This design comes from an exercise in tuning for small area and a short achievable clock period on the open sky130 flow, not from production work.
In this exercise RTL edits were held to simulation tests only and were not proved equivalent to the original.
No activity file was given, so power comes from the tool's default toggle rates.

--- flow/config.mk ---
export PLATFORM = sky130hd
export DESIGN_NAME = cpu
export DESIGN_NICKNAME = cpu
export VERILOG_FILES = /design/flow/design.v
export SDC_FILE = /design/flow/constraint.sdc
export NUM_CORES = 4
export LEC_CHECK = 0
export ABC_AREA = 1
export CAP_MARGIN = 20
export CORE_MARGIN = 2
export CORE_UTILIZATION = 40
export SETUP_SLACK_MARGIN = 5
export SLEW_MARGIN = 20
export TNS_END_PERCENT = 10
--- flow/standard.sh ---
#!/bin/bash
# synth_recipe.tcl (not shown) runs the flow's synth.tcl, then flattens the netlist and writes it again
# the make line also repeats each setting of config.mk as NAME=value (left out here)
make -C /OpenROAD-flow-scripts/flow DESIGN_CONFIG=/design/flow/config.mk WORK_HOME=/design/flow/orfs CLKGATE_MAP_FILE= SYNTH_SCRIPT=/design/flow/synth_recipe.tcl "${@:-finish}"
--- flow/flow/run.sh ---
#!/bin/bash
# The standard layout, with the port buffers made from sky130_fd_sc_hd__buf_1
# cells instead of the cell buffer_ports picks by default.
set -euo pipefail
bash standard.sh synth > synth.log 2>&1
bash standard.sh "BUFFER_PORTS_ARGS=-buffer_cell sky130_fd_sc_hd__buf_1" finish > layout.log 2>&1
--- flow/constraint.sdc ---
create_clock -name core_clock -period 20.0 [get_ports {clk}]
set_input_delay 4.0000 -clock core_clock [delete_from_list [all_inputs] [get_ports {clk}]]
set_output_delay 4.0000 -clock core_clock [all_outputs]
set_load 0.01 [all_outputs]
--- flow/design.v ---
module cpu (clk,clrn,inst,pc,alu_out,reg1,reg2);
    input  [31:0] inst;
    input         clk, clrn;
    output [31:0] pc;
    output [31:0] alu_out;
    output [31:0] reg1, reg2;
    wire [5:0] op = inst[31:26];
    wire [4:0] rc = inst[25:21];
    wire [4:0] ra = inst[20:16];
    wire [4:0] rb = inst[15:11];
    wire [3:0] f  = op[3:0];
    reg  [31:0] pc_q;
    reg  [31:0] r1, r2, r3, r4, r5;
    reg         zf_q, sf_q, cf_q;
    assign pc   = pc_q;
    assign reg1 = r5;
    assign reg2 = r4;
    wire [31:0] a = ({32{ra == 5'd1}} & r1) | ({32{ra == 5'd2}} & r2) |
                    ({32{ra == 5'd3}} & r3) | ({32{ra == 5'd4}} & r4) |
                    ({32{ra == 5'd5}} & r5);
    wire        imm_sel = ~op[5] & op[4];
    wire [31:0] b = ({32{~imm_sel & (rb == 5'd1)}} & r1) | ({32{~imm_sel & (rb == 5'd2)}} & r2) |
                    ({32{~imm_sel & (rb == 5'd3)}} & r3) | ({32{~imm_sel & (rb == 5'd4)}} & r4) |
                    ({32{~imm_sel & (rb == 5'd5)}} & r5) |
                    ({32{imm_sel}} & {{16{inst[15]}}, inst[15:0]});
    wire alu_grp = ~op[5];
    wire d_sub = alu_grp & ((f == 4'd1) | (f == 4'd9));
    wire d_mul = alu_grp & (f == 4'd2);
    wire d_and = alu_grp & (f == 4'd3);
    wire d_or  = alu_grp & (f == 4'd4);
    wire d_xor = alu_grp & (f == 4'd5);
    wire d_sll = alu_grp & (f == 4'd6);
    wire d_srl = alu_grp & (f == 4'd7);
    wire d_sra = alu_grp & (f == 4'd8);
    wire d_sum = ~(d_and | d_or | d_xor | d_sll | d_srl | d_sra);
    wire [15:0] ma = a[15:0];
    wire [15:0] mb = b[15:0];
    wire one0 = mb[0];
    wire two0 = mb[1] & ~mb[0];
    wire neg0 = mb[1];
    wire pp0_0 = (one0 & ma[0]) ^ neg0;
    wire pp0_1 = ((one0 & ma[1]) | (two0 & ma[0])) ^ neg0;
    wire pp0_2 = ((one0 & ma[2]) | (two0 & ma[1])) ^ neg0;
    wire pp0_3 = ((one0 & ma[3]) | (two0 & ma[2])) ^ neg0;
    wire pp0_4 = ((one0 & ma[4]) | (two0 & ma[3])) ^ neg0;
    wire pp0_5 = ((one0 & ma[5]) | (two0 & ma[4])) ^ neg0;
    wire pp0_6 = ((one0 & ma[6]) | (two0 & ma[5])) ^ neg0;
    wire pp0_7 = ((one0 & ma[7]) | (two0 & ma[6])) ^ neg0;
    wire pp0_8 = ((one0 & ma[8]) | (two0 & ma[7])) ^ neg0;
    wire pp0_9 = ((one0 & ma[9]) | (two0 & ma[8])) ^ neg0;
    wire pp0_10 = ((one0 & ma[10]) | (two0 & ma[9])) ^ neg0;
    wire pp0_11 = ((one0 & ma[11]) | (two0 & ma[10])) ^ neg0;
    wire pp0_12 = ((one0 & ma[12]) | (two0 & ma[11])) ^ neg0;
    wire pp0_13 = ((one0 & ma[13]) | (two0 & ma[12])) ^ neg0;
    wire pp0_14 = ((one0 & ma[14]) | (two0 & ma[13])) ^ neg0;
    wire pp0_15 = ((one0 & ma[15]) | (two0 & ma[14])) ^ neg0;
    wire pp0_16 = ((one0 & ma[15]) | (two0 & ma[15])) ^ neg0;
    wire one1 = mb[2] ^ mb[1];
    wire two1 = (mb[3] & ~mb[2] & ~mb[1]) | (~mb[3] & mb[2] & mb[1]);
    wire neg1 = mb[3];
    wire pp1_0 = (one1 & ma[0]) ^ neg1;
    wire pp1_1 = ((one1 & ma[1]) | (two1 & ma[0])) ^ neg1;
    wire pp1_2 = ((one1 & ma[2]) | (two1 & ma[1])) ^ neg1;
    wire pp1_3 = ((one1 & ma[3]) | (two1 & ma[2])) ^ neg1;
    wire pp1_4 = ((one1 & ma[4]) | (two1 & ma[3])) ^ neg1;
    wire pp1_5 = ((one1 & ma[5]) | (two1 & ma[4])) ^ neg1;
    wire pp1_6 = ((one1 & ma[6]) | (two1 & ma[5])) ^ neg1;
    wire pp1_7 = ((one1 & ma[7]) | (two1 & ma[6])) ^ neg1;
    wire pp1_8 = ((one1 & ma[8]) | (two1 & ma[7])) ^ neg1;
    wire pp1_9 = ((one1 & ma[9]) | (two1 & ma[8])) ^ neg1;
    wire pp1_10 = ((one1 & ma[10]) | (two1 & ma[9])) ^ neg1;
    wire pp1_11 = ((one1 & ma[11]) | (two1 & ma[10])) ^ neg1;
    wire pp1_12 = ((one1 & ma[12]) | (two1 & ma[11])) ^ neg1;
    wire pp1_13 = ((one1 & ma[13]) | (two1 & ma[12])) ^ neg1;
    wire pp1_14 = ((one1 & ma[14]) | (two1 & ma[13])) ^ neg1;
    wire pp1_15 = ((one1 & ma[15]) | (two1 & ma[14])) ^ neg1;
    wire pp1_16 = ((one1 & ma[15]) | (two1 & ma[15])) ^ neg1;
    wire one2 = mb[4] ^ mb[3];
    wire two2 = (mb[5] & ~mb[4] & ~mb[3]) | (~mb[5] & mb[4] & mb[3]);
    wire neg2 = mb[5];
    wire pp2_0 = (one2 & ma[0]) ^ neg2;
    wire pp2_1 = ((one2 & ma[1]) | (two2 & ma[0])) ^ neg2;
    wire pp2_2 = ((one2 & ma[2]) | (two2 & ma[1])) ^ neg2;
    wire pp2_3 = ((one2 & ma[3]) | (two2 & ma[2])) ^ neg2;
    wire pp2_4 = ((one2 & ma[4]) | (two2 & ma[3])) ^ neg2;
    wire pp2_5 = ((one2 & ma[5]) | (two2 & ma[4])) ^ neg2;
    wire pp2_6 = ((one2 & ma[6]) | (two2 & ma[5])) ^ neg2;
    wire pp2_7 = ((one2 & ma[7]) | (two2 & ma[6])) ^ neg2;
    wire pp2_8 = ((one2 & ma[8]) | (two2 & ma[7])) ^ neg2;
    wire pp2_9 = ((one2 & ma[9]) | (two2 & ma[8])) ^ neg2;
    wire pp2_10 = ((one2 & ma[10]) | (two2 & ma[9])) ^ neg2;
    wire pp2_11 = ((one2 & ma[11]) | (two2 & ma[10])) ^ neg2;
    wire pp2_12 = ((one2 & ma[12]) | (two2 & ma[11])) ^ neg2;
    wire pp2_13 = ((one2 & ma[13]) | (two2 & ma[12])) ^ neg2;
    wire pp2_14 = ((one2 & ma[14]) | (two2 & ma[13])) ^ neg2;
    wire pp2_15 = ((one2 & ma[15]) | (two2 & ma[14])) ^ neg2;
    wire pp2_16 = ((one2 & ma[15]) | (two2 & ma[15])) ^ neg2;
    wire one3 = mb[6] ^ mb[5];
    wire two3 = (mb[7] & ~mb[6] & ~mb[5]) | (~mb[7] & mb[6] & mb[5]);
    wire neg3 = mb[7];
    wire pp3_0 = (one3 & ma[0]) ^ neg3;
    wire pp3_1 = ((one3 & ma[1]) | (two3 & ma[0])) ^ neg3;
    wire pp3_2 = ((one3 & ma[2]) | (two3 & ma[1])) ^ neg3;
    wire pp3_3 = ((one3 & ma[3]) | (two3 & ma[2])) ^ neg3;
    wire pp3_4 = ((one3 & ma[4]) | (two3 & ma[3])) ^ neg3;
    wire pp3_5 = ((one3 & ma[5]) | (two3 & ma[4])) ^ neg3;
    wire pp3_6 = ((one3 & ma[6]) | (two3 & ma[5])) ^ neg3;
    wire pp3_7 = ((one3 & ma[7]) | (two3 & ma[6])) ^ neg3;
    wire pp3_8 = ((one3 & ma[8]) | (two3 & ma[7])) ^ neg3;
    wire pp3_9 = ((one3 & ma[9]) | (two3 & ma[8])) ^ neg3;
    wire pp3_10 = ((one3 & ma[10]) | (two3 & ma[9])) ^ neg3;
    wire pp3_11 = ((one3 & ma[11]) | (two3 & ma[10])) ^ neg3;
    wire pp3_12 = ((one3 & ma[12]) | (two3 & ma[11])) ^ neg3;
    wire pp3_13 = ((one3 & ma[13]) | (two3 & ma[12])) ^ neg3;
    wire pp3_14 = ((one3 & ma[14]) | (two3 & ma[13])) ^ neg3;
    wire pp3_15 = ((one3 & ma[15]) | (two3 & ma[14])) ^ neg3;
    wire pp3_16 = ((one3 & ma[15]) | (two3 & ma[15])) ^ neg3;
    wire one4 = mb[8] ^ mb[7];
    wire two4 = (mb[9] & ~mb[8] & ~mb[7]) | (~mb[9] & mb[8] & mb[7]);
    wire neg4 = mb[9];
    wire pp4_0 = (one4 & ma[0]) ^ neg4;
    wire pp4_1 = ((one4 & ma[1]) | (two4 & ma[0])) ^ neg4;
    wire pp4_2 = ((one4 & ma[2]) | (two4 & ma[1])) ^ neg4;
    wire pp4_3 = ((one4 & ma[3]) | (two4 & ma[2])) ^ neg4;
    wire pp4_4 = ((one4 & ma[4]) | (two4 & ma[3])) ^ neg4;
    wire pp4_5 = ((one4 & ma[5]) | (two4 & ma[4])) ^ neg4;
    wire pp4_6 = ((one4 & ma[6]) | (two4 & ma[5])) ^ neg4;
    wire pp4_7 = ((one4 & ma[7]) | (two4 & ma[6])) ^ neg4;
    wire pp4_8 = ((one4 & ma[8]) | (two4 & ma[7])) ^ neg4;
    wire pp4_9 = ((one4 & ma[9]) | (two4 & ma[8])) ^ neg4;
    wire pp4_10 = ((one4 & ma[10]) | (two4 & ma[9])) ^ neg4;
    wire pp4_11 = ((one4 & ma[11]) | (two4 & ma[10])) ^ neg4;
    wire pp4_12 = ((one4 & ma[12]) | (two4 & ma[11])) ^ neg4;
    wire pp4_13 = ((one4 & ma[13]) | (two4 & ma[12])) ^ neg4;
    wire pp4_14 = ((one4 & ma[14]) | (two4 & ma[13])) ^ neg4;
    wire pp4_15 = ((one4 & ma[15]) | (two4 & ma[14])) ^ neg4;
    wire pp4_16 = ((one4 & ma[15]) | (two4 & ma[15])) ^ neg4;
    wire one5 = mb[10] ^ mb[9];
    wire two5 = (mb[11] & ~mb[10] & ~mb[9]) | (~mb[11] & mb[10] & mb[9]);
    wire neg5 = mb[11];
    wire pp5_0 = (one5 & ma[0]) ^ neg5;
    wire pp5_1 = ((one5 & ma[1]) | (two5 & ma[0])) ^ neg5;
    wire pp5_2 = ((one5 & ma[2]) | (two5 & ma[1])) ^ neg5;
    wire pp5_3 = ((one5 & ma[3]) | (two5 & ma[2])) ^ neg5;
    wire pp5_4 = ((one5 & ma[4]) | (two5 & ma[3])) ^ neg5;
    wire pp5_5 = ((one5 & ma[5]) | (two5 & ma[4])) ^ neg5;
    wire pp5_6 = ((one5 & ma[6]) | (two5 & ma[5])) ^ neg5;
    wire pp5_7 = ((one5 & ma[7]) | (two5 & ma[6])) ^ neg5;
    wire pp5_8 = ((one5 & ma[8]) | (two5 & ma[7])) ^ neg5;
    wire pp5_9 = ((one5 & ma[9]) | (two5 & ma[8])) ^ neg5;
    wire pp5_10 = ((one5 & ma[10]) | (two5 & ma[9])) ^ neg5;
    wire pp5_11 = ((one5 & ma[11]) | (two5 & ma[10])) ^ neg5;
    wire pp5_12 = ((one5 & ma[12]) | (two5 & ma[11])) ^ neg5;
    wire pp5_13 = ((one5 & ma[13]) | (two5 & ma[12])) ^ neg5;
    wire pp5_14 = ((one5 & ma[14]) | (two5 & ma[13])) ^ neg5;
    wire pp5_15 = ((one5 & ma[15]) | (two5 & ma[14])) ^ neg5;
    wire pp5_16 = ((one5 & ma[15]) | (two5 & ma[15])) ^ neg5;
    wire one6 = mb[12] ^ mb[11];
    wire two6 = (mb[13] & ~mb[12] & ~mb[11]) | (~mb[13] & mb[12] & mb[11]);
    wire neg6 = mb[13];
    wire pp6_0 = (one6 & ma[0]) ^ neg6;
    wire pp6_1 = ((one6 & ma[1]) | (two6 & ma[0])) ^ neg6;
    wire pp6_2 = ((one6 & ma[2]) | (two6 & ma[1])) ^ neg6;
    wire pp6_3 = ((one6 & ma[3]) | (two6 & ma[2])) ^ neg6;
    wire pp6_4 = ((one6 & ma[4]) | (two6 & ma[3])) ^ neg6;
    wire pp6_5 = ((one6 & ma[5]) | (two6 & ma[4])) ^ neg6;
    wire pp6_6 = ((one6 & ma[6]) | (two6 & ma[5])) ^ neg6;
    wire pp6_7 = ((one6 & ma[7]) | (two6 & ma[6])) ^ neg6;
    wire pp6_8 = ((one6 & ma[8]) | (two6 & ma[7])) ^ neg6;
    wire pp6_9 = ((one6 & ma[9]) | (two6 & ma[8])) ^ neg6;
    wire pp6_10 = ((one6 & ma[10]) | (two6 & ma[9])) ^ neg6;
    wire pp6_11 = ((one6 & ma[11]) | (two6 & ma[10])) ^ neg6;
    wire pp6_12 = ((one6 & ma[12]) | (two6 & ma[11])) ^ neg6;
    wire pp6_13 = ((one6 & ma[13]) | (two6 & ma[12])) ^ neg6;
    wire pp6_14 = ((one6 & ma[14]) | (two6 & ma[13])) ^ neg6;
    wire pp6_15 = ((one6 & ma[15]) | (two6 & ma[14])) ^ neg6;
    wire pp6_16 = ((one6 & ma[15]) | (two6 & ma[15])) ^ neg6;
    wire one7 = mb[14] ^ mb[13];
    wire two7 = (mb[15] & ~mb[14] & ~mb[13]) | (~mb[15] & mb[14] & mb[13]);
    wire neg7 = mb[15];
    wire pp7_0 = (one7 & ma[0]) ^ neg7;
    wire pp7_1 = ((one7 & ma[1]) | (two7 & ma[0])) ^ neg7;
    wire pp7_2 = ((one7 & ma[2]) | (two7 & ma[1])) ^ neg7;
    wire pp7_3 = ((one7 & ma[3]) | (two7 & ma[2])) ^ neg7;
    wire pp7_4 = ((one7 & ma[4]) | (two7 & ma[3])) ^ neg7;
    wire pp7_5 = ((one7 & ma[5]) | (two7 & ma[4])) ^ neg7;
    wire pp7_6 = ((one7 & ma[6]) | (two7 & ma[5])) ^ neg7;
    wire pp7_7 = ((one7 & ma[7]) | (two7 & ma[6])) ^ neg7;
    wire pp7_8 = ((one7 & ma[8]) | (two7 & ma[7])) ^ neg7;
    wire pp7_9 = ((one7 & ma[9]) | (two7 & ma[8])) ^ neg7;
    wire pp7_10 = ((one7 & ma[10]) | (two7 & ma[9])) ^ neg7;
    wire pp7_11 = ((one7 & ma[11]) | (two7 & ma[10])) ^ neg7;
    wire pp7_12 = ((one7 & ma[12]) | (two7 & ma[11])) ^ neg7;
    wire pp7_13 = ((one7 & ma[13]) | (two7 & ma[12])) ^ neg7;
    wire pp7_14 = ((one7 & ma[14]) | (two7 & ma[13])) ^ neg7;
    wire pp7_15 = ((one7 & ma[15]) | (two7 & ma[14])) ^ neg7;
    wire pp7_16 = ((one7 & ma[15]) | (two7 & ma[15])) ^ neg7;
    wire hs1 = neg5 ^ pp0_10;
    wire hc2 = neg5 & pp0_10;
    wire hs3 = pp0_11 ^ pp1_9;
    wire hc4 = pp0_11 & pp1_9;
    wire fs5 = neg6 ^ pp0_12 ^ pp1_10;
    wire fc6 = (neg6 & pp0_12) | (neg6 & pp1_10) | (pp0_12 & pp1_10);
    wire hs7 = pp2_8 ^ pp3_6;
    wire hc8 = pp2_8 & pp3_6;
    wire fs9 = pp0_13 ^ pp1_11 ^ pp2_9;
    wire fc10 = (pp0_13 & pp1_11) | (pp0_13 & pp2_9) | (pp1_11 & pp2_9);
    wire hs11 = pp3_7 ^ pp4_5;
    wire hc12 = pp3_7 & pp4_5;
    wire fs13 = neg7 ^ pp0_14 ^ pp1_12;
    wire fc14 = (neg7 & pp0_14) | (neg7 & pp1_12) | (pp0_14 & pp1_12);
    wire fs15 = pp2_10 ^ pp3_8 ^ pp4_6;
    wire fc16 = (pp2_10 & pp3_8) | (pp2_10 & pp4_6) | (pp3_8 & pp4_6);
    wire hs17 = pp5_4 ^ pp6_2;
    wire hc18 = pp5_4 & pp6_2;
    wire fs19 = pp0_15 ^ pp1_13 ^ pp2_11;
    wire fc20 = (pp0_15 & pp1_13) | (pp0_15 & pp2_11) | (pp1_13 & pp2_11);
    wire fs21 = pp3_9 ^ pp4_7 ^ pp5_5;
    wire fc22 = (pp3_9 & pp4_7) | (pp3_9 & pp5_5) | (pp4_7 & pp5_5);
    wire hs23 = pp6_3 ^ pp7_1;
    wire hc24 = pp6_3 & pp7_1;
    wire fs25 = pp0_16 ^ pp1_14 ^ pp2_12;
    wire fc26 = (pp0_16 & pp1_14) | (pp0_16 & pp2_12) | (pp1_14 & pp2_12);
    wire fs27 = pp3_10 ^ pp4_8 ^ pp5_6;
    wire fc28 = (pp3_10 & pp4_8) | (pp3_10 & pp5_6) | (pp4_8 & pp5_6);
    wire hs29 = pp6_4 ^ pp7_2;
    wire hc30 = pp6_4 & pp7_2;
    wire fs31 = pp0_16 ^ pp1_15 ^ pp2_13;
    wire fc32 = (pp0_16 & pp1_15) | (pp0_16 & pp2_13) | (pp1_15 & pp2_13);
    wire fs33 = pp3_11 ^ pp4_9 ^ pp5_7;
    wire fc34 = (pp3_11 & pp4_9) | (pp3_11 & pp5_7) | (pp4_9 & pp5_7);
    wire hs35 = pp6_5 ^ pp7_3;
    wire hc36 = pp6_5 & pp7_3;
    wire fs37 = ~pp0_16 ^ ~pp1_16 ^ pp2_14;
    wire fc38 = (~pp0_16 & ~pp1_16) | (~pp0_16 & pp2_14) | (~pp1_16 & pp2_14);
    wire fs39 = pp3_12 ^ pp4_10 ^ pp5_8;
    wire fc40 = (pp3_12 & pp4_10) | (pp3_12 & pp5_8) | (pp4_10 & pp5_8);
    wire hs41 = pp6_6 ^ pp7_4;
    wire hc42 = pp6_6 & pp7_4;
    wire fs43 = 1'b1 ^ pp2_15 ^ pp3_13;
    wire fc44 = (1'b1 & pp2_15) | (1'b1 & pp3_13) | (pp2_15 & pp3_13);
    wire fs45 = pp4_11 ^ pp5_9 ^ pp6_7;
    wire fc46 = (pp4_11 & pp5_9) | (pp4_11 & pp6_7) | (pp5_9 & pp6_7);
    wire fs47 = ~pp2_16 ^ pp3_14 ^ pp4_12;
    wire fc48 = (~pp2_16 & pp3_14) | (~pp2_16 & pp4_12) | (pp3_14 & pp4_12);
    wire hs49 = 1'b1 ^ pp3_15;
    wire hc50 = 1'b1 & pp3_15;
    wire hs51 = neg3 ^ pp0_6;
    wire hc52 = neg3 & pp0_6;
    wire hs53 = pp0_7 ^ pp1_5;
    wire hc54 = pp0_7 & pp1_5;
    wire fs55 = neg4 ^ pp0_8 ^ pp1_6;
    wire fc56 = (neg4 & pp0_8) | (neg4 & pp1_6) | (pp0_8 & pp1_6);
    wire hs57 = pp2_4 ^ pp3_2;
    wire hc58 = pp2_4 & pp3_2;
    wire fs59 = pp0_9 ^ pp1_7 ^ pp2_5;
    wire fc60 = (pp0_9 & pp1_7) | (pp0_9 & pp2_5) | (pp1_7 & pp2_5);
    wire hs61 = pp3_3 ^ pp4_1;
    wire hc62 = pp3_3 & pp4_1;
    wire fs63 = pp1_8 ^ pp2_6 ^ pp3_4;
    wire fc64 = (pp1_8 & pp2_6) | (pp1_8 & pp3_4) | (pp2_6 & pp3_4);
    wire fs65 = pp4_2 ^ pp5_0 ^ hs1;
    wire fc66 = (pp4_2 & pp5_0) | (pp4_2 & hs1) | (pp5_0 & hs1);
    wire fs67 = pp2_7 ^ pp3_5 ^ pp4_3;
    wire fc68 = (pp2_7 & pp3_5) | (pp2_7 & pp4_3) | (pp3_5 & pp4_3);
    wire fs69 = pp5_1 ^ hc2 ^ hs3;
    wire fc70 = (pp5_1 & hc2) | (pp5_1 & hs3) | (hc2 & hs3);
    wire fs71 = pp4_4 ^ pp5_2 ^ pp6_0;
    wire fc72 = (pp4_4 & pp5_2) | (pp4_4 & pp6_0) | (pp5_2 & pp6_0);
    wire fs73 = hc4 ^ hs7 ^ fs5;
    wire fc74 = (hc4 & hs7) | (hc4 & fs5) | (hs7 & fs5);
    wire fs75 = pp5_3 ^ pp6_1 ^ hc8;
    wire fc76 = (pp5_3 & pp6_1) | (pp5_3 & hc8) | (pp6_1 & hc8);
    wire fs77 = hs11 ^ fc6 ^ fs9;
    wire fc78 = (hs11 & fc6) | (hs11 & fs9) | (fc6 & fs9);
    wire fs79 = pp7_0 ^ hc12 ^ hs17;
    wire fc80 = (pp7_0 & hc12) | (pp7_0 & hs17) | (hc12 & hs17);
    wire fs81 = fc10 ^ fs13 ^ fs15;
    wire fc82 = (fc10 & fs13) | (fc10 & fs15) | (fs13 & fs15);
    wire fs83 = hc18 ^ hs23 ^ fc14;
    wire fc84 = (hc18 & hs23) | (hc18 & fc14) | (hs23 & fc14);
    wire fs85 = fc16 ^ fs19 ^ fs21;
    wire fc86 = (fc16 & fs19) | (fc16 & fs21) | (fs19 & fs21);
    wire fs87 = hc24 ^ hs29 ^ fc20;
    wire fc88 = (hc24 & hs29) | (hc24 & fc20) | (hs29 & fc20);
    wire fs89 = fc22 ^ fs25 ^ fs27;
    wire fc90 = (fc22 & fs25) | (fc22 & fs27) | (fs25 & fs27);
    wire fs91 = hc30 ^ hs35 ^ fc26;
    wire fc92 = (hc30 & hs35) | (hc30 & fc26) | (hs35 & fc26);
    wire fs93 = fc28 ^ fs31 ^ fs33;
    wire fc94 = (fc28 & fs31) | (fc28 & fs33) | (fs31 & fs33);
    wire fs95 = hc36 ^ hs41 ^ fc32;
    wire fc96 = (hc36 & hs41) | (hc36 & fc32) | (hs41 & fc32);
    wire fs97 = fc34 ^ fs37 ^ fs39;
    wire fc98 = (fc34 & fs37) | (fc34 & fs39) | (fs37 & fs39);
    wire fs99 = pp7_5 ^ hc42 ^ fc38;
    wire fc100 = (pp7_5 & hc42) | (pp7_5 & fc38) | (hc42 & fc38);
    wire fs101 = fc40 ^ fs43 ^ fs45;
    wire fc102 = (fc40 & fs43) | (fc40 & fs45) | (fs43 & fs45);
    wire fs103 = pp5_10 ^ pp6_8 ^ pp7_6;
    wire fc104 = (pp5_10 & pp6_8) | (pp5_10 & pp7_6) | (pp6_8 & pp7_6);
    wire fs105 = fc44 ^ fc46 ^ fs47;
    wire fc106 = (fc44 & fc46) | (fc44 & fs47) | (fc46 & fs47);
    wire fs107 = pp4_13 ^ pp5_11 ^ pp6_9;
    wire fc108 = (pp4_13 & pp5_11) | (pp4_13 & pp6_9) | (pp5_11 & pp6_9);
    wire fs109 = pp7_7 ^ hs49 ^ fc48;
    wire fc110 = (pp7_7 & hs49) | (pp7_7 & fc48) | (hs49 & fc48);
    wire fs111 = ~pp3_16 ^ pp4_14 ^ pp5_12;
    wire fc112 = (~pp3_16 & pp4_14) | (~pp3_16 & pp5_12) | (pp4_14 & pp5_12);
    wire fs113 = pp6_10 ^ pp7_8 ^ hc50;
    wire fc114 = (pp6_10 & pp7_8) | (pp6_10 & hc50) | (pp7_8 & hc50);
    wire fs115 = 1'b1 ^ pp4_15 ^ pp5_13;
    wire fc116 = (1'b1 & pp4_15) | (1'b1 & pp5_13) | (pp4_15 & pp5_13);
    wire hs117 = pp6_11 ^ pp7_9;
    wire hc118 = pp6_11 & pp7_9;
    wire fs119 = ~pp4_16 ^ pp5_14 ^ pp6_12;
    wire fc120 = (~pp4_16 & pp5_14) | (~pp4_16 & pp6_12) | (pp5_14 & pp6_12);
    wire hs121 = 1'b1 ^ pp5_15;
    wire hc122 = 1'b1 & pp5_15;
    wire hs123 = neg2 ^ pp0_4;
    wire hc124 = neg2 & pp0_4;
    wire hs125 = pp0_5 ^ pp1_3;
    wire hc126 = pp0_5 & pp1_3;
    wire fs127 = pp1_4 ^ pp2_2 ^ pp3_0;
    wire fc128 = (pp1_4 & pp2_2) | (pp1_4 & pp3_0) | (pp2_2 & pp3_0);
    wire fs129 = pp2_3 ^ pp3_1 ^ hc52;
    wire fc130 = (pp2_3 & pp3_1) | (pp2_3 & hc52) | (pp3_1 & hc52);
    wire fs131 = pp4_0 ^ hc54 ^ hs57;
    wire fc132 = (pp4_0 & hc54) | (pp4_0 & hs57) | (hc54 & hs57);
    wire fs133 = hc58 ^ hs61 ^ fc56;
    wire fc134 = (hc58 & hs61) | (hc58 & fc56) | (hs61 & fc56);
    wire fs135 = hc62 ^ fc60 ^ fs63;
    wire fc136 = (hc62 & fc60) | (hc62 & fs63) | (fc60 & fs63);
    wire fs137 = fc64 ^ fs67 ^ fc66;
    wire fc138 = (fc64 & fs67) | (fc64 & fc66) | (fs67 & fc66);
    wire fs139 = fc68 ^ fs71 ^ fc70;
    wire fc140 = (fc68 & fs71) | (fc68 & fc70) | (fs71 & fc70);
    wire fs141 = fc72 ^ fs75 ^ fc74;
    wire fc142 = (fc72 & fs75) | (fc72 & fc74) | (fs75 & fc74);
    wire fs143 = fc76 ^ fs79 ^ fc78;
    wire fc144 = (fc76 & fs79) | (fc76 & fc78) | (fs79 & fc78);
    wire fs145 = fc80 ^ fs83 ^ fc82;
    wire fc146 = (fc80 & fs83) | (fc80 & fc82) | (fs83 & fc82);
    wire fs147 = fc84 ^ fs87 ^ fc86;
    wire fc148 = (fc84 & fs87) | (fc84 & fc86) | (fs87 & fc86);
    wire fs149 = fc88 ^ fs91 ^ fc90;
    wire fc150 = (fc88 & fs91) | (fc88 & fc90) | (fs91 & fc90);
    wire fs151 = fc92 ^ fs95 ^ fc94;
    wire fc152 = (fc92 & fs95) | (fc92 & fc94) | (fs95 & fc94);
    wire fs153 = fc96 ^ fs99 ^ fc98;
    wire fc154 = (fc96 & fs99) | (fc96 & fc98) | (fs99 & fc98);
    wire fs155 = fs103 ^ fc100 ^ fc102;
    wire fc156 = (fs103 & fc100) | (fs103 & fc102) | (fc100 & fc102);
    wire fs157 = fc104 ^ fs107 ^ fs109;
    wire fc158 = (fc104 & fs107) | (fc104 & fs109) | (fs107 & fs109);
    wire fs159 = fc108 ^ fs111 ^ fs113;
    wire fc160 = (fc108 & fs111) | (fc108 & fs113) | (fs111 & fs113);
    wire fs161 = hs117 ^ fc112 ^ fs115;
    wire fc162 = (hs117 & fc112) | (hs117 & fs115) | (fc112 & fs115);
    wire fs163 = pp7_10 ^ hc118 ^ fc116;
    wire fc164 = (pp7_10 & hc118) | (pp7_10 & fc116) | (hc118 & fc116);
    wire fs165 = pp6_13 ^ pp7_11 ^ hs121;
    wire fc166 = (pp6_13 & pp7_11) | (pp6_13 & hs121) | (pp7_11 & hs121);
    wire fs167 = ~pp5_16 ^ pp6_14 ^ pp7_12;
    wire fc168 = (~pp5_16 & pp6_14) | (~pp5_16 & pp7_12) | (pp6_14 & pp7_12);
    wire hs169 = 1'b1 ^ pp6_15;
    wire hc170 = 1'b1 & pp6_15;
    wire hs171 = neg1 ^ pp0_2;
    wire hc172 = neg1 & pp0_2;
    wire hs173 = pp0_3 ^ pp1_1;
    wire hc174 = pp0_3 & pp1_1;
    wire fs175 = pp1_2 ^ pp2_0 ^ hs123;
    wire fc176 = (pp1_2 & pp2_0) | (pp1_2 & hs123) | (pp2_0 & hs123);
    wire fs177 = pp2_1 ^ hc124 ^ hs125;
    wire fc178 = (pp2_1 & hc124) | (pp2_1 & hs125) | (hc124 & hs125);
    wire fs179 = hc126 ^ hs51 ^ fs127;
    wire fc180 = (hc126 & hs51) | (hc126 & fs127) | (hs51 & fs127);
    wire fs181 = hs53 ^ fc128 ^ fs129;
    wire fc182 = (hs53 & fc128) | (hs53 & fs129) | (fc128 & fs129);
    wire fs183 = fs55 ^ fc130 ^ fs131;
    wire fc184 = (fs55 & fc130) | (fs55 & fs131) | (fc130 & fs131);
    wire fs185 = fs59 ^ fc132 ^ fs133;
    wire fc186 = (fs59 & fc132) | (fs59 & fs133) | (fc132 & fs133);
    wire fs187 = fs65 ^ fc134 ^ fs135;
    wire fc188 = (fs65 & fc134) | (fs65 & fs135) | (fc134 & fs135);
    wire fs189 = fs69 ^ fc136 ^ fs137;
    wire fc190 = (fs69 & fc136) | (fs69 & fs137) | (fc136 & fs137);
    wire fs191 = fs73 ^ fc138 ^ fs139;
    wire fc192 = (fs73 & fc138) | (fs73 & fs139) | (fc138 & fs139);
    wire fs193 = fs77 ^ fc140 ^ fs141;
    wire fc194 = (fs77 & fc140) | (fs77 & fs141) | (fc140 & fs141);
    wire fs195 = fs81 ^ fc142 ^ fs143;
    wire fc196 = (fs81 & fc142) | (fs81 & fs143) | (fc142 & fs143);
    wire fs197 = fs85 ^ fc144 ^ fs145;
    wire fc198 = (fs85 & fc144) | (fs85 & fs145) | (fc144 & fs145);
    wire fs199 = fs89 ^ fc146 ^ fs147;
    wire fc200 = (fs89 & fc146) | (fs89 & fs147) | (fc146 & fs147);
    wire fs201 = fs93 ^ fc148 ^ fs149;
    wire fc202 = (fs93 & fc148) | (fs93 & fs149) | (fc148 & fs149);
    wire fs203 = fs97 ^ fc150 ^ fs151;
    wire fc204 = (fs97 & fc150) | (fs97 & fs151) | (fc150 & fs151);
    wire fs205 = fs101 ^ fc152 ^ fs153;
    wire fc206 = (fs101 & fc152) | (fs101 & fs153) | (fc152 & fs153);
    wire fs207 = fs105 ^ fc154 ^ fs155;
    wire fc208 = (fs105 & fc154) | (fs105 & fs155) | (fc154 & fs155);
    wire fs209 = fc106 ^ fc156 ^ fs157;
    wire fc210 = (fc106 & fc156) | (fc106 & fs157) | (fc156 & fs157);
    wire fs211 = fc110 ^ fs159 ^ fc158;
    wire fc212 = (fc110 & fs159) | (fc110 & fc158) | (fs159 & fc158);
    wire fs213 = fc114 ^ fs161 ^ fc160;
    wire fc214 = (fc114 & fs161) | (fc114 & fc160) | (fs161 & fc160);
    wire fs215 = fs119 ^ fs163 ^ fc162;
    wire fc216 = (fs119 & fs163) | (fs119 & fc162) | (fs163 & fc162);
    wire fs217 = fc120 ^ fs165 ^ fc164;
    wire fc218 = (fc120 & fs165) | (fc120 & fc164) | (fs165 & fc164);
    wire fs219 = hc122 ^ fs167 ^ fc166;
    wire fc220 = (hc122 & fs167) | (hc122 & fc166) | (fs167 & fc166);
    wire fs221 = pp7_13 ^ hs169 ^ fc168;
    wire fc222 = (pp7_13 & hs169) | (pp7_13 & fc168) | (hs169 & fc168);
    wire fs223 = ~pp6_16 ^ pp7_14 ^ hc170;
    wire fc224 = (~pp6_16 & pp7_14) | (~pp6_16 & hc170) | (pp7_14 & hc170);
    wire hs225 = 1'b1 ^ pp7_15;
    wire hc226 = 1'b1 & pp7_15;
    wire [31:0] ms = {1'b1, ~pp7_16, hs225, fs223, fs221, fs219, fs217, fs215, fs213, fs211, fs209, fs207, fs205, fs203, fs201, fs199, fs197, fs195, fs193, fs191, fs189, fs187, fs185, fs183, fs181, fs179, fs177, fs175, hs173, hs171, pp0_1, neg0};
    wire [31:0] mc = {1'b0, hc226, fc224, fc222, fc220, fc218, fc216, fc214, fc212, fc210, fc208, fc206, fc204, fc202, fc200, fc198, fc196, fc194, fc192, fc190, fc188, fc186, fc184, fc182, fc180, fc178, fc176, hc174, hc172, pp1_0, 1'b0, pp0_0};
    wire [31:0] x = d_mul ? ms : a;
    wire [31:0] y = d_mul ? mc : (b ^ {32{d_sub}});
    wire        cin = d_sub;
    wire g0_0 = x[0] & y[0];
    wire p0_0 = x[0] ^ y[0];
    wire g0_1 = x[1] & y[1];
    wire p0_1 = x[1] ^ y[1];
    wire g0_2 = x[2] & y[2];
    wire p0_2 = x[2] ^ y[2];
    wire g0_3 = x[3] & y[3];
    wire p0_3 = x[3] ^ y[3];
    wire g0_4 = x[4] & y[4];
    wire p0_4 = x[4] ^ y[4];
    wire g0_5 = x[5] & y[5];
    wire p0_5 = x[5] ^ y[5];
    wire g0_6 = x[6] & y[6];
    wire p0_6 = x[6] ^ y[6];
    wire g0_7 = x[7] & y[7];
    wire p0_7 = x[7] ^ y[7];
    wire g0_8 = x[8] & y[8];
    wire p0_8 = x[8] ^ y[8];
    wire g0_9 = x[9] & y[9];
    wire p0_9 = x[9] ^ y[9];
    wire g0_10 = x[10] & y[10];
    wire p0_10 = x[10] ^ y[10];
    wire g0_11 = x[11] & y[11];
    wire p0_11 = x[11] ^ y[11];
    wire g0_12 = x[12] & y[12];
    wire p0_12 = x[12] ^ y[12];
    wire g0_13 = x[13] & y[13];
    wire p0_13 = x[13] ^ y[13];
    wire g0_14 = x[14] & y[14];
    wire p0_14 = x[14] ^ y[14];
    wire g0_15 = x[15] & y[15];
    wire p0_15 = x[15] ^ y[15];
    wire g0_16 = x[16] & y[16];
    wire p0_16 = x[16] ^ y[16];
    wire g0_17 = x[17] & y[17];
    wire p0_17 = x[17] ^ y[17];
    wire g0_18 = x[18] & y[18];
    wire p0_18 = x[18] ^ y[18];
    wire g0_19 = x[19] & y[19];
    wire p0_19 = x[19] ^ y[19];
    wire g0_20 = x[20] & y[20];
    wire p0_20 = x[20] ^ y[20];
    wire g0_21 = x[21] & y[21];
    wire p0_21 = x[21] ^ y[21];
    wire g0_22 = x[22] & y[22];
    wire p0_22 = x[22] ^ y[22];
    wire g0_23 = x[23] & y[23];
    wire p0_23 = x[23] ^ y[23];
    wire g0_24 = x[24] & y[24];
    wire p0_24 = x[24] ^ y[24];
    wire g0_25 = x[25] & y[25];
    wire p0_25 = x[25] ^ y[25];
    wire g0_26 = x[26] & y[26];
    wire p0_26 = x[26] ^ y[26];
    wire g0_27 = x[27] & y[27];
    wire p0_27 = x[27] ^ y[27];
    wire g0_28 = x[28] & y[28];
    wire p0_28 = x[28] ^ y[28];
    wire g0_29 = x[29] & y[29];
    wire p0_29 = x[29] ^ y[29];
    wire g0_30 = x[30] & y[30];
    wire p0_30 = x[30] ^ y[30];
    wire g0_31 = x[31] & y[31];
    wire p0_31 = x[31] ^ y[31];
    wire gg0 = g0_0 | (p0_0 & cin);
    wire G227 = g0_1 | (p0_1 & gg0);
    wire G229 = g0_3 | (p0_3 & g0_2);
    wire P230 = p0_3 & p0_2;
    wire G231 = g0_5 | (p0_5 & g0_4);
    wire P232 = p0_5 & p0_4;
    wire G233 = g0_7 | (p0_7 & g0_6);
    wire P234 = p0_7 & p0_6;
    wire G235 = g0_9 | (p0_9 & g0_8);
    wire P236 = p0_9 & p0_8;
    wire G237 = g0_11 | (p0_11 & g0_10);
    wire P238 = p0_11 & p0_10;
    wire G239 = g0_13 | (p0_13 & g0_12);
    wire P240 = p0_13 & p0_12;
    wire G241 = g0_15 | (p0_15 & g0_14);
    wire P242 = p0_15 & p0_14;
    wire G243 = g0_17 | (p0_17 & g0_16);
    wire P244 = p0_17 & p0_16;
    wire G245 = g0_19 | (p0_19 & g0_18);
    wire P246 = p0_19 & p0_18;
    wire G247 = g0_21 | (p0_21 & g0_20);
    wire P248 = p0_21 & p0_20;
    wire G249 = g0_23 | (p0_23 & g0_22);
    wire P250 = p0_23 & p0_22;
    wire G251 = g0_25 | (p0_25 & g0_24);
    wire P252 = p0_25 & p0_24;
    wire G253 = g0_27 | (p0_27 & g0_26);
    wire P254 = p0_27 & p0_26;
    wire G255 = g0_29 | (p0_29 & g0_28);
    wire P256 = p0_29 & p0_28;
    wire G257 = g0_31 | (p0_31 & g0_30);
    wire P258 = p0_31 & p0_30;
    wire G259 = g0_2 | (p0_2 & G227);
    wire G261 = G229 | (P230 & G227);
    wire G263 = g0_6 | (p0_6 & G231);
    wire P264 = p0_6 & P232;
    wire G265 = G233 | (P234 & G231);
    wire P266 = P234 & P232;
    wire G267 = g0_10 | (p0_10 & G235);
    wire P268 = p0_10 & P236;
    wire G269 = G237 | (P238 & G235);
    wire P270 = P238 & P236;
    wire G271 = g0_14 | (p0_14 & G239);
    wire P272 = p0_14 & P240;
    wire G273 = G241 | (P242 & G239);
    wire P274 = P242 & P240;
    wire G275 = g0_18 | (p0_18 & G243);
    wire P276 = p0_18 & P244;
    wire G277 = G245 | (P246 & G243);
    wire P278 = P246 & P244;
    wire G279 = g0_22 | (p0_22 & G247);
    wire P280 = p0_22 & P248;
    wire G281 = G249 | (P250 & G247);
    wire P282 = P250 & P248;
    wire G283 = g0_26 | (p0_26 & G251);
    wire P284 = p0_26 & P252;
    wire G285 = G253 | (P254 & G251);
    wire P286 = P254 & P252;
    wire G287 = g0_30 | (p0_30 & G255);
    wire P288 = p0_30 & P256;
    wire G289 = G257 | (P258 & G255);
    wire P290 = P258 & P256;
    wire G291 = g0_4 | (p0_4 & G261);
    wire G293 = G231 | (P232 & G261);
    wire G295 = G263 | (P264 & G261);
    wire G297 = G265 | (P266 & G261);
    wire G299 = g0_12 | (p0_12 & G269);
    wire P300 = p0_12 & P270;
    wire G301 = G239 | (P240 & G269);
    wire P302 = P240 & P270;
    wire G303 = G271 | (P272 & G269);
    wire P304 = P272 & P270;
    wire G305 = G273 | (P274 & G269);
    wire P306 = P274 & P270;
    wire G307 = g0_20 | (p0_20 & G277);
    wire P308 = p0_20 & P278;
    wire G309 = G247 | (P248 & G277);
    wire P310 = P248 & P278;
    wire G311 = G279 | (P280 & G277);
    wire P312 = P280 & P278;
    wire G313 = G281 | (P282 & G277);
    wire P314 = P282 & P278;
    wire G315 = g0_28 | (p0_28 & G285);
    wire P316 = p0_28 & P286;
    wire G317 = G255 | (P256 & G285);
    wire P318 = P256 & P286;
    wire G319 = G287 | (P288 & G285);
    wire P320 = P288 & P286;
    wire G321 = G289 | (P290 & G285);
    wire P322 = P290 & P286;
    wire G323 = g0_8 | (p0_8 & G297);
    wire G325 = G235 | (P236 & G297);
    wire G327 = G267 | (P268 & G297);
    wire G329 = G269 | (P270 & G297);
    wire G331 = G299 | (P300 & G297);
    wire G333 = G301 | (P302 & G297);
    wire G335 = G303 | (P304 & G297);
    wire G337 = G305 | (P306 & G297);
    wire G339 = g0_24 | (p0_24 & G313);
    wire P340 = p0_24 & P314;
    wire G341 = G251 | (P252 & G313);
    wire P342 = P252 & P314;
    wire G343 = G283 | (P284 & G313);
    wire P344 = P284 & P314;
    wire G345 = G285 | (P286 & G313);
    wire P346 = P286 & P314;
    wire G347 = G315 | (P316 & G313);
    wire P348 = P316 & P314;
    wire G349 = G317 | (P318 & G313);
    wire P350 = P318 & P314;
    wire G351 = G319 | (P320 & G313);
    wire P352 = P320 & P314;
    wire G353 = G321 | (P322 & G313);
    wire P354 = P322 & P314;
    wire G355 = g0_16 | (p0_16 & G337);
    wire G357 = G243 | (P244 & G337);
    wire G359 = G275 | (P276 & G337);
    wire G361 = G277 | (P278 & G337);
    wire G363 = G307 | (P308 & G337);
    wire G365 = G309 | (P310 & G337);
    wire G367 = G311 | (P312 & G337);
    wire G369 = G313 | (P314 & G337);
    wire G371 = G339 | (P340 & G337);
    wire G373 = G341 | (P342 & G337);
    wire G375 = G343 | (P344 & G337);
    wire G377 = G345 | (P346 & G337);
    wire G379 = G347 | (P348 & G337);
    wire G381 = G349 | (P350 & G337);
    wire G383 = G351 | (P352 & G337);
    wire G385 = G353 | (P354 & G337);
    wire [31:0] g = {g0_31, g0_30, g0_29, g0_28, g0_27, g0_26, g0_25, g0_24, g0_23, g0_22, g0_21, g0_20, g0_19, g0_18, g0_17, g0_16, g0_15, g0_14, g0_13, g0_12, g0_11, g0_10, g0_9, g0_8, g0_7, g0_6, g0_5, g0_4, g0_3, g0_2, g0_1, g0_0};
    wire [31:0] p = {p0_31, p0_30, p0_29, p0_28, p0_27, p0_26, p0_25, p0_24, p0_23, p0_22, p0_21, p0_20, p0_19, p0_18, p0_17, p0_16, p0_15, p0_14, p0_13, p0_12, p0_11, p0_10, p0_9, p0_8, p0_7, p0_6, p0_5, p0_4, p0_3, p0_2, p0_1, p0_0};
    wire [31:0] c = {G383, G381, G379, G377, G375, G373, G371, G369, G367, G365, G363, G361, G359, G357, G355, G337, G335, G333, G331, G329, G327, G325, G323, G297, G295, G293, G291, G261, G259, G227, gg0, cin};
    wire        cout = G385;
    wire [31:0] sum = p ^ c;
    wire        right = d_srl | d_sra;
    wire        fill  = d_sra & a[31];
    reg  [31:0] a_rev;
    integer i;
    always @* for (i = 0; i < 32; i = i + 1) a_rev[i] = a[31-i];
    wire [32:0] sw = {right ? a : a_rev, 1'b0};
    wire [4:0]  n  = b[4:0];
    wire [32:0] s0 = n[0] ? {{1{fill}},  sw[32:1]}  : sw;
    wire [32:0] s1 = n[1] ? {{2{fill}},  s0[32:2]}  : s0;
    wire [32:0] s2 = n[2] ? {{4{fill}},  s1[32:4]}  : s1;
    wire [32:0] s3 = n[3] ? {{8{fill}},  s2[32:8]}  : s2;
    wire [32:0] s4 = n[4] ? {{16{fill}}, s3[32:16]} : s3;
    reg  [31:0] shl;
    always @* for (i = 0; i < 32; i = i + 1) shl[i] = s4[32-i];
    wire [31:0] r = ({32{d_sum}} & sum) |
                    ({32{d_and | d_or}} & g) |
                    ({32{d_or | d_xor}} & p) |
                    ({32{d_sll}} & shl) |
                    ({32{right}} & s4[32:1]);
    wire cf = (d_sum & ~d_mul & cout) | ((d_sll | right) & s4[0]);
    assign alu_out = r;
    wire wreg = alu_grp & (f <= 4'd8);
    always @(posedge clk or negedge clrn)
        if (!clrn) begin
            r1 <= 0; r2 <= 0; r3 <= 0; r4 <= 0; r5 <= 0;
        end else if (wreg) begin
            if (rc == 5'd1) r1 <= r;
            if (rc == 5'd2) r2 <= r;
            if (rc == 5'd3) r3 <= r;
            if (rc == 5'd4) r4 <= r;
            if (rc == 5'd5) r5 <= r;
        end
    always @(posedge clk or negedge clrn)
        if (!clrn) begin
            zf_q <= 0; sf_q <= 0; cf_q <= 0;
        end else begin
            zf_q <= ~|r; sf_q <= r[31]; cf_q <= cf;
        end
    reg take;
    always @* begin
        case (f)
            4'd0:  take = 1'b1;
            4'd1:  take = zf_q & ~sf_q;
            4'd2:  take = ~zf_q;
            4'd3:  take = sf_q & ~zf_q;
            4'd4:  take = sf_q | zf_q;
            4'd5:  take = ~sf_q & ~zf_q;
            4'd6:  take = ~sf_q | zf_q;
            4'd7:  take = cf_q;
            4'd8:  take = ~cf_q;
            4'd9:  take = zf_q;
            4'd10: take = ~zf_q;
            default: take = 1'b0;
        endcase
    end
    wire jmp = op[5] & op[4] & take;
    wire [32:0] ic;
    assign ic[0] = 1'b1;
    genvar k;
    generate for (k = 0; k < 32; k = k + 1) begin : inc
        assign ic[k+1] = ic[k] & pc_q[k];
    end endgenerate
    wire [31:0] pc1 = pc_q ^ ic[31:0];
    always @(posedge clk or negedge clrn)
        if (!clrn) pc_q <= 0;
        else       pc_q <= jmp ? {24'b0, inst[25:18]} : pc1;
endmodule
==> results of run 1 <==
cell families after synthesis:
family,after synthesis
AOI/OAI and AO/OA,528
xor gates and xnor gates,153
adders and majority gates,176
buffers and inverters,613
DFF,195
muxes,39
and+or+nand+nor,1364
area by class of cell:
class / count / area (um^2)
fill: 5338 / 27800
multi-input combinational: 2266 / 14700
sequential: 195 / 4880
timing repair buffer: 322 / 2170
inverter: 423 / 1720
tap: 688 / 861
clock buffer: 21 / 470
clock inverter: 11 / 115
registers in the layout (all words and copies together) (netlist names):
register / count
cf_q: 1
pc_q: 32
sf_q: 1
r3: 32
r5: 32
r4: 32
zf_q: 1
r2: 32
r1: 32
power by group:
part | total (mW) | switching, mW | internal, mW
clock | 0.354 | 0.170 | 0.185
combinational | 0.905 | 0.603 | 0.302
sequential | 0.533 | 0.0613 | 0.472
total | 1.79 | 0.834 | 0.960
timing repair:
action                     4_1_cts  5_1_grt
cloned                           6        4
setup buffers                   55       58
setup endpoints to repair       24       20
resized for setup              115       82
pin swaps                       12       38
routing by layer:
metal / wire [um] / track usage, % / vias to the layer above / share of wire (%)
met5: 13 / 0 / - / 0.013
met4: 5530 / 16.6 / 2 / 5.4
met3: 10200 / 7.67 / 245 / 9.9
met2: 44500 / 54.5 / 1492 / 43
met1: 42300 / 49.3 / 11600 / 41
li1: - / - / 10500 / -
cell usage in the layout, fill, tap and decap left out, drive strengths merged, types with 11 or more instances in the layout:
cell type	count
nor2	232
nand4	46
o22ai	149
nand3	492
inv	404
a22oi	21
clkinvlp	20
buf	313
a21oi	61
clkbuf	29
a2111oi	14
dfrtp	195
o21ai	226
nand2	563
nand3b	15
fa	95
xor2	143
a31oi	16
mux2	39
ha	81
o211ai	11
how the worst min path moves through the flow:
stage,startpoint,endpoint,slack [ns],cells past startpoint
2_1_floorplan,r1[31],r1[31],0.50,1
3_3_place_gp,pc_q[0],pc_q[0],0.50,1
3_5_place_dp,r3[11],r3[11],0.53,1
4_1_cts,r3[11],r3[11],0.54,1
5_1_grt,r1[30],r1[30],0.57,1
6_report,pc_q[0],pc_q[0],0.55,1
critical path: cells and delay by family:
kind	cells	cell delay (ns)
buf+inv	12	1.61
simple gates	8	1.42
fa+ha+maj	5	2.38
xor+xnor	2	0.30
compound gates	7	1.12
==> qor.csv, run 1 <==
metric;value;unit
Max Fanout on Critical Path;12;
synthesized instance count;3068;
Vias;23900;
TritonCTS clock tree;done;
Hold-fix buffers, CTS;0;
Setup TNS;0;ns
DR WL/cell;26.1;um
Initial Utilization;40.6;%
io pins;162;
unrepaired setup endpoints after global routing;true;
setup ws final;5.14;ns
CP dominant cell by count;inv_1;
Setup crit end kind;primary output;
Reg2Reg Launch Point;r2[0];
Worst-Skew Late Latency;0.47;ns
largest net degree at the start of global routing;93;
Routed WL;103000;um
chip width;235;um
register area share after synthesis;22.8;%
DR DRC count;0;
Design Power;1.79;mW
Final Slew Violations;0;
ANT cells;0;
gr usage total;36.1;%
DR iter-0 viols;3159;
most numerous cell in the Yosys netlist;nand2_1;
r2r worst-path depth;33;
initial antenna violation count;1;
worst path required time;16.00;ns
Synth Area in Adders;13.6;%
Post-synth EDFFs;0;
GRT overflow;0;
Syn Area/Cell;6.97;um^2
simple-gate portion of the synthesized area;29.0;%
slowest CP cell;fa_1;
Synth top area share;22.8;%
top_reg_cell synth;dfrtp_1;
Die Y;235;um
Setup CP Type;input pin to primary output;
layout cells sized above 1;13.1;%
DP HPWL;73500;um
endpoints failing setup;0;
Hold Vio Cnt, Final;0;
Setup crit end;alu_out[17];
mapped cell area;21400;um^2
Synth Area in Compound Gates;14.7;%
DP Area;22400;um^2
largest family of logic cells by synthesized area;simple AND/OR/NAND/NOR gates;
RePlAce Congestion;0.974;
dpl ws;2.96;ns
status;timing/DRC/antenna clean;
drt via density;6.09;
r2r setup slk;12.77;ns
# port buffers;161;
Post-Synth XOR/XNOR Area;6.27;%
Clock transition at path regs;0.08;ns
Startpoint Class;input pin;
Cells after DPL;3770;
Largest stage delay, worst path;0.56;ns
Seq cells post-synth;195;
Hold Worst Slack;0.546;ns
Clock Skew;0.0199;ns
Slew @ Worst Pin;1.12;ns
Final Cell Area;24900;um^2
core box area;52700;um^2
FMAX;67.3;MHz
CTS Buf Count;17;
top cells by count, synth;nand2_1, nand3_1, inv_1, o21ai_0, nor2_1;
die area;55300;um^2
nets;3435;
Cell Rows;84;
Slew HR;23.3;%
drt first pass iters;6;
Hold Crit Class;register to register;
Post-Syn Nets;3278;
fin crit period;14.86;ns
Util after Layout;47.3;%
Crit path arrival time;10.86;ns
Root Buffer;clkbuf_16;
leading area contributor after synthesis;dfrtp_1;
fin crit share;74.3;%
CTS HTree Levels;4;
async set or reset register ratio after synthesis;100;%
Worst Setup SP;inst[12];
Layout area overhead;16.4;%
top cells by area, synth;dfrtp_1, nand3_1, nand2_1;
post-synthesis mux area share;2.05;%
Synthesis Warnings;1;
Layout Cells excl Fill;3926;
CTS max path bufs;2;
ANT nets after route;0;
leakage dissipation;12.2;nW
Peak VDD IR;75.1;uV
Distinct cells, synth;54;
global-route wire length before repair;151000;um
TritonCTS Sinks;195;
number of global-route vias before repair;22800;
max-cap violations;0;
pwr dens;72.0;nW/um^2
Worst R2R End;zf_q;
==> inputs of run 2 (changes only) <==
--- a/flow/config.mk
+++ b/flow/config.mk
@@ -9,6 +9,7 @@
 export CAP_MARGIN = 20
 export CORE_MARGIN = 2
 export CORE_UTILIZATION = 40
+export PLACE_DENSITY = 0.45
 export SETUP_SLACK_MARGIN = 5
 export SLEW_MARGIN = 20
 export TNS_END_PERCENT = 10
==> run 2 against run 1 <==
Synthesized cell count is the same. Core utilization is 0.25 points higher. Critical path type unchanged. Register-to-register slack worse by 0.19 ns. Combinational power fell by 1%. Via count shrank 1.7%. Still clean. Clock power rose by 6.5%. Largest cell class unchanged. Clock skew hardly changed. Highest routed layer is now met4.
==> qor.csv, run 2 <==
metric;value;unit;change
status;timing/DRC/antenna clean;;
RePlAce Congestion;0.992;;+1.8%
ANT nets after route;0;;unchanged
Vias;23500;;-1.7%
CTS HTree Levels;4;;unchanged
Max Fanout on Critical Path;15;;+3
Post-Syn Nets;3278;;unchanged
fin crit share;74.8;%;+0.46 points
Clock transition at path regs;0.08;ns;about the same
Slew @ Worst Pin;1.22;ns;+0.0955 ns
Syn Area/Cell;6.97;um^2;unchanged
unrepaired setup endpoints after global routing;true;;
leading area contributor after synthesis;dfrtp_1;;
register area share after synthesis;22.8;%;unchanged
Largest stage delay, worst path;0.55;ns;about the same
Hold Vio Cnt, Final;0;;unchanged
nets;3432;;-0.087%
Setup TNS;0;ns;unchanged
DR DRC count;0;;unchanged
setup ws final;5.05;ns;-0.0926 ns
initial antenna violation count;1;;unchanged
drt first pass iters;6;;unchanged
die area;55300;um^2;unchanged
global-route wire length before repair;149000;um;-0.83%
most common cell after layout, fill and taps aside;nand2_1;;
Setup CP Type;input pin to primary output;;
most numerous cell in the Yosys netlist;nand2_1;;
Layout area overhead;17.0;%;
Hold-fix buffers, CTS;0;;unchanged
Synthesis Warnings;1;;unchanged
Final Slew Violations;0;;unchanged
layout cells sized above 1;13.0;%;-0.11 points
fin crit period;14.95;ns;+0.0926 ns
largest net degree at the start of global routing;86;;-7.5%
FMAX;66.9;MHz;-0.62%
CTS max path bufs;2;;unchanged
chip width;235;um;unchanged
pwr dens;72.1;nW/um^2;+0.13%
Cell Rows;84;;unchanged
slowest CP cell;fa_1;;
dpl ws;3.04;ns;+0.0799 ns
Routed WL;103000;um;+0.27%
Fillers;5430;;+1.7%
Startpoint Class;input pin;;
TritonCTS Sinks;195;;unchanged
Hold Crit Class;register to register;;
Peak VDD IR;97.5;uV;+30%
synthesized instance count;3068;;unchanged
Setup crit end kind;primary output;;
Post-synth EDFFs;0;;unchanged
top_reg_cell synth;dfrtp_1;;
leakage dissipation;12.1;nW;-0.18%
DR iter-0 viols;2926;;-7.4%
Clock Skew;0.0202;ns;+0.000314 ns
Die Y;235;um;unchanged
Slew HR;18.7;%;-4.6 points
leading cell types in the layout, fill and taps excluded;nand2_1, nand3_1, inv_1, o21ai_0, dfrtp_1;;
DR WL/cell;26.2;um;+0.33%
Initial Utilization;40.6;%;unchanged
# port buffers;161;;unchanged
mapped cell area;21400;um^2;unchanged
gr usage total;36.1;%;+0.069 points
number of global-route vias before repair;21900;;-4.0%
core box area;52700;um^2;unchanged
DP HPWL;74200;um;+0.91%
top cells by area, synth;dfrtp_1, nand3_1, nand2_1;;
endpoints failing setup;0;;unchanged
TritonCTS clock tree;done;;
CTS Buf Count;17;;unchanged
async set or reset register ratio after synthesis;100;%;unchanged
max-cap violations;0;;unchanged
top cells by count, synth;nand2_1, nand3_1, inv_1, o21ai_0, nor2_1;;
Design Power;1.80;mW;+0.65%
io pins;162;;unchanged
Worst-Skew Late Latency;0.51;ns;+0.04 ns
GRT overflow;0;;unchanged
Synth top area share;22.8;%;unchanged
drt via density;5.99;;-1.6%
Seq cells post-synth;195;;unchanged
worst path required time;16.00;ns;about the same
Crit path arrival time;10.95;ns;+0.09 ns
Distinct cells, synth;54;;unchanged
Root Buffer;clkbuf_16;;
-- run 2: cell counts after synthesis --
Identical to the previous run, type by type.
-- run 2: cells by family (layout without fill, tap and decap cells) --
logic type                 after synthesis  in the layout  synth area share [%]
muxes                                   39             39                  2.05
buffers and inverters                  613            776                  11.6
AOI/OAI and AO/OA                      528            528                  14.7
adders and majority gates              176            176                  13.6
xor gates and xnor gates               153            153                  6.27
and+or+nand+nor                       1364           1368                  29.0
other                                    0              1                     0
DFF                                    195            195                  22.8
-- run 2: metal layers --
metal | wire length, um | GRT usage, %
met1 | 44000 | 50.8
met2 | 45300 | 54.5
met3 | 8980 | 7.19
met4 | 4530 | 13.9
met5 | 0 | 0
-- run 2: final timing paths --
path | startpoint | to | slack, ns | cells past startpoint
hold reg to reg | pc_q[0] | pc_q[0] | 0.50 | 1
setup reg to reg | r5[5] | zf_q | 12.58 | 37
hold / removal | pc_q[0] | pc_q[0] | 0.50 | 1
setup / recovery | inst[31] | alu_out[16] | 5.05 | 35
min in group asynchronous | clrn | pc_q[15] | 3.46 | 1
max in group asynchronous | clrn | r4[17] | 13.85 | 4
-- run 2: power breakdown --
part / internal [mW] / switching [mW] / total [mW]
Sequential: 0.472 / 0.0598 / 0.532
Clock: 0.174 / 0.202 / 0.377
Combinational: 0.305 / 0.591 / 0.896
Total: 0.951 / 0.853 / 1.80
-- run 2: layout make-up --
cell class / count / area [um^2] / area share [%]
clock buffer: 17 / 425 / 1.70
timing repair buffer: 321 / 2190 / 8.74
sequential: 195 / 4880 / 19.5
tap: 688 / 861 / 3.44
antenna: 1 / 2.50 / 0.0100
clock inverter: 15 / 209 / 0.835
multi-input combinational: 2264 / 14700 / 58.8
inverter: 423 / 1730 / 6.92
-- run 2: critical path, delay by kind of cell --
family / cells / cell delay [ns]
AO/OA/AOI/OAI: 8 / 1.43
XOR/XNOR: 1 / 0.17
adder cells (fa/ha/maj): 6 / 2.62
buffers and inverters: 12 / 1.64
AND/OR/NAND/NOR: 8 / 1.02
-- run 2: stage by stage --
stage	hold WS, ns	area, um^2	cells	utilization [%]
3_3_place_gp	0.495	22400	3767	42.5
6_report	0.505	25000	3924	47.5
2_1_floorplan	0.504	21400	3068	-
3_5_place_dp	0.497	22400	3767	42.5
5_1_grt	0.540	25000	3923	47.5
4_1_cts	0.507	24100	3867	45.7
-- run 2: what timing repair did --
item / 4_1_cts / 5_1_grt
resized for setup: 113 / 102
gates cloned: 3 / 4
endpoints found under the setup margin: 24 / 19
setup buffers: 65 / 51
pin swaps: 13 / 19
==> inputs of run 3 (changes only) <==
--- a/flow/config.mk
+++ b/flow/config.mk
@@ -6,10 +6,9 @@
 export NUM_CORES = 4
 export LEC_CHECK = 0
 export ABC_AREA = 1
-export CAP_MARGIN = 20
+export CAP_MARGIN = 5
 export CORE_MARGIN = 2
 export CORE_UTILIZATION = 40
-export PLACE_DENSITY = 0.45
 export SETUP_SLACK_MARGIN = 5
-export SLEW_MARGIN = 20
+export SLEW_MARGIN = 5
 export TNS_END_PERCENT = 10
==> run 3 against run 2 <==
Critical path type unchanged. Fmax up 0.12%. Largest power group unchanged. Core utilization down 0.59 points. Worst setup slack better by 0.018 ns.
==> qor.csv, run 3 <==
metric;value;unit;change
Cell Rows;84;;unchanged
Reg2Reg Launch Point;r5[5];;
Fillers;5444;;+0.26%
Post-Syn Nets;3278;;unchanged
ANT nets after route;0;;unchanged
Peak VDD IR;93.6;uV;-4.0%
nets;3424;;-0.23%
Die Y;235;um;unchanged
gr usage total;36.1;%;-0.044 points
top_reg_cell synth;dfrtp_1;;
CTS Buf Count;17;;unchanged
routing usage on met3;7.83;%;+0.64 points
fin crit share;74.7;%;-0.090 points
RePlAce Congestion;0.974;;-1.8%
register area;4880;um^2;unchanged
mapped cell area;21400;um^2;unchanged
CTS HTree Levels;4;;unchanged
GRT overflow;0;;unchanged
Startpoint Class;input pin;;
area of the multi-input gates;14600;um^2;-0.71%
# port buffers;161;;unchanged
most common cell after layout, fill and taps aside;nand2_1;;
leakage dissipation;12.1;nW;-0.58%
DR DRC count;0;;unchanged
leading cell types in the layout, fill and taps excluded;nand2_1, nand3_1, inv_1, o21ai_0;;
DR WL/cell;26.1;um;-0.58%
Vias;23600;;+0.36%
setup ws final;5.07;ns;+0.0181 ns
endpoints failing setup;0;;unchanged
unrepaired setup endpoints after global routing;true;;
Syn Area/Cell;6.97;um^2;unchanged
max-cap violations;0;;unchanged
async set or reset register ratio after synthesis;100;%;unchanged
Final Cell Area;24700;um^2;-1.2%
Crit path arrival time;10.93;ns;-0.02 ns
die area;55300;um^2;unchanged
FMAX;67.0;MHz;+0.12%
DR iter-0 viols;2895;;-1.1%
Clock Skew;0.0149;ns;-0.00529 ns
worst path required time;16.00;ns;about the same
pwr dens;71.9;nW/um^2;-0.28%
Setup crit end kind;primary output;;
Root Buffer;clkbuf_16;;
Slew HR;8.79;%;-9.9 points
Largest stage delay, worst path;0.65;ns;+0.10 ns
drt via density;6.03;;+0.62%
register area share after synthesis;22.8;%;unchanged
Cells after DPL;3770;;+0.080%
Clock transition at path regs;0.08;ns;about the same
top cells by count, synth;nand2_1, nand3_1, inv_1, o21ai_0, nor2_1;;
DP HPWL;73500;um;-0.96%
number of global-route vias before repair;22800;;+4.2%
drt first pass iters;6;;unchanged
Seq cells post-synth;195;;unchanged
TritonCTS Sinks;195;;unchanged
chip width;235;um;unchanged
most numerous cell in the Yosys netlist;nand2_1;;
Distinct cells, synth;54;;unchanged
Hold Vio Cnt, Final;0;;unchanged
Routed WL;102000;um;-0.83%
GR Util met1;48.9;%;-2.0 points
fin crit period;14.93;ns;-0.0181 ns
Setup CP Type;input pin to primary output;;
dpl ws;2.94;ns;-0.103 ns
WP buf/inv;11;;-1
TritonCTS clock tree;done;;
Post-synth EDFFs;0;;unchanged
Worst Setup SP;inst[17];;
Initial Utilization;40.6;%;unchanged
Slew @ Worst Pin;1.36;ns;+0.148 ns
Layout area overhead;15.6;%;
Synthesis Warnings;1;;unchanged
Synth top area share;22.8;%;unchanged
DP Area;22400;um^2;about the same
initial antenna violation count;2;;+1
ANT cells;0;;-1
gr busiest metal;met2;;
largest net degree at the start of global routing;93;;+8.1%
synthesized instance count;3068;;unchanged
CTS max path bufs;2;;unchanged
Hold Crit Class;register to register;;
Final Slew Violations;0;;unchanged
status;timing/DRC/antenna clean;;
global-route wire length before repair;150000;um;+0.74%
Max Fanout on Critical Path;28;;+13
Layout Cells excl Fill;3914;;-0.25%
io pins;162;;unchanged
top cells by area, synth;dfrtp_1, nand3_1, nand2_1;;
Hold Worst Slack;0.544;ns;+0.0390 ns
Worst-Skew Late Latency;0.46;ns;-0.05 ns
CP top delay family;adder cells;;
GR Layer Usage met2;54.6;%;+0.080 points
Worst Min Path Start;r3[11];;
layout cells sized above 1;12.5;%;-0.55 points
leading area contributor after synthesis;dfrtp_1;;
r2r setup slk;12.70;ns;+0.12 ns
slowest CP cell;fa_1;;
core box area;52700;um^2;unchanged
Setup TNS;0;ns;unchanged
run 3: cell counts after synthesis:
Identical to the previous run, type by type.
run 3: path summary, 6_finish.rpt:
kind | cells past startpoint | end
max in group asynchronous | 3 | pc_q[19]
setup reg to reg | 32 | zf_q
setup / recovery | 34 | alu_out[29]
min in group asynchronous | 1 | r3[6]
hold reg to reg | 1 | r3[11]
hold / removal | 1 | r3[11]
run 3: final cells by class:
class | count | share of cell area (%)
repair buffers | 313 | 8.41
well taps | 688 | 3.48
multi-input cells | 2264 | 59.2
clock inverters | 13 | 0.501
clock buffers | 18 | 1.74
inverters | 423 | 6.95
flip-flops and latches | 195 | 19.7
run 3: where the power goes:
| group | internal [mW] | switching (mW) | leakage (nW) | total, mW |
|---|---|---|---|---|
| combinational | 0.300 | 0.602 | 9.50 | 0.902 |
| clock | 0.174 | 0.169 | 0.270 | 0.343 |
| sequential | 0.472 | 0.0607 | 2.30 | 0.533 |
run 3: logic make-up after synthesis:
family / after synthesis / synth area share (%)
and+or+nand+nor: 1364 / 29.0
adders and majority gates: 176 / 13.6
buffers and inverters: 613 / 11.6
AOI/OAI and AO/OA: 528 / 14.7
xor gates and xnor gates: 153 / 6.27
muxes: 39 / 2.05
DFF: 195 / 22.8
run 3: metal layers:
layer / share of wire, % / wire length (um)
met3: 11 / 10900
met4: 5.9 / 5990
met5: 0 / 0
met2: 43 / 44000
met1: 40 / 41000
run 3: what timing repair did:
item	in CTS	in global routing
setup buffers	65	41
gates cloned	5	2
pin swaps	11	27
setup endpoints to repair	24	20
hold buffers	0	0
resized for setup	114	78
run 3: through the flow:
step                      power, mW  utilization [%]
after global routing           1.89             46.9
after floorplan                1.02                -
after detailed placement       1.35             42.5
final                          1.78             46.9
after CTS                      1.73             45.6
after global placement         1.34             42.5

==> port drivers added, routing unchanged <==
The flow's constraints put no driver on any port. The routed layouts listed below were extracted and timed again, unchanged, in two steps.
Step 1: set_driving_cell puts a clkbuf_16 on clk and a buf_2 on each other input, an assumption about the parent block.
Step 2 times the ports against the registers' clock, not the clock port: input delays grow and output delays shrink by t, the midpoint of the rising clock arrivals with the driver on.
Slacks: ideal / step 1 / step 2; pairs: ideal / step 1.
run | shift t [ns] | setup WS [ns] | hold slack, ns | worst setup path at the end
run 1 | 0.516 | 5.141 / 5.117 / 5.117 | 0.546 / 0.546 / 0.546 | input to output
run 2 | 0.562 | 5.048 / 5.016 / 5.016 | 0.505 / 0.505 / 0.505 | input to output
run 3 | 0.514 | 5.066 / 5.044 / 5.044 | 0.544 / 0.544 / 0.544 | input to output
After both steps every run listed still meets setup and hold. The setup slack of run 2, which loses most, moves by -0.032 ns with the drivers and by -0.032 ns with both steps.
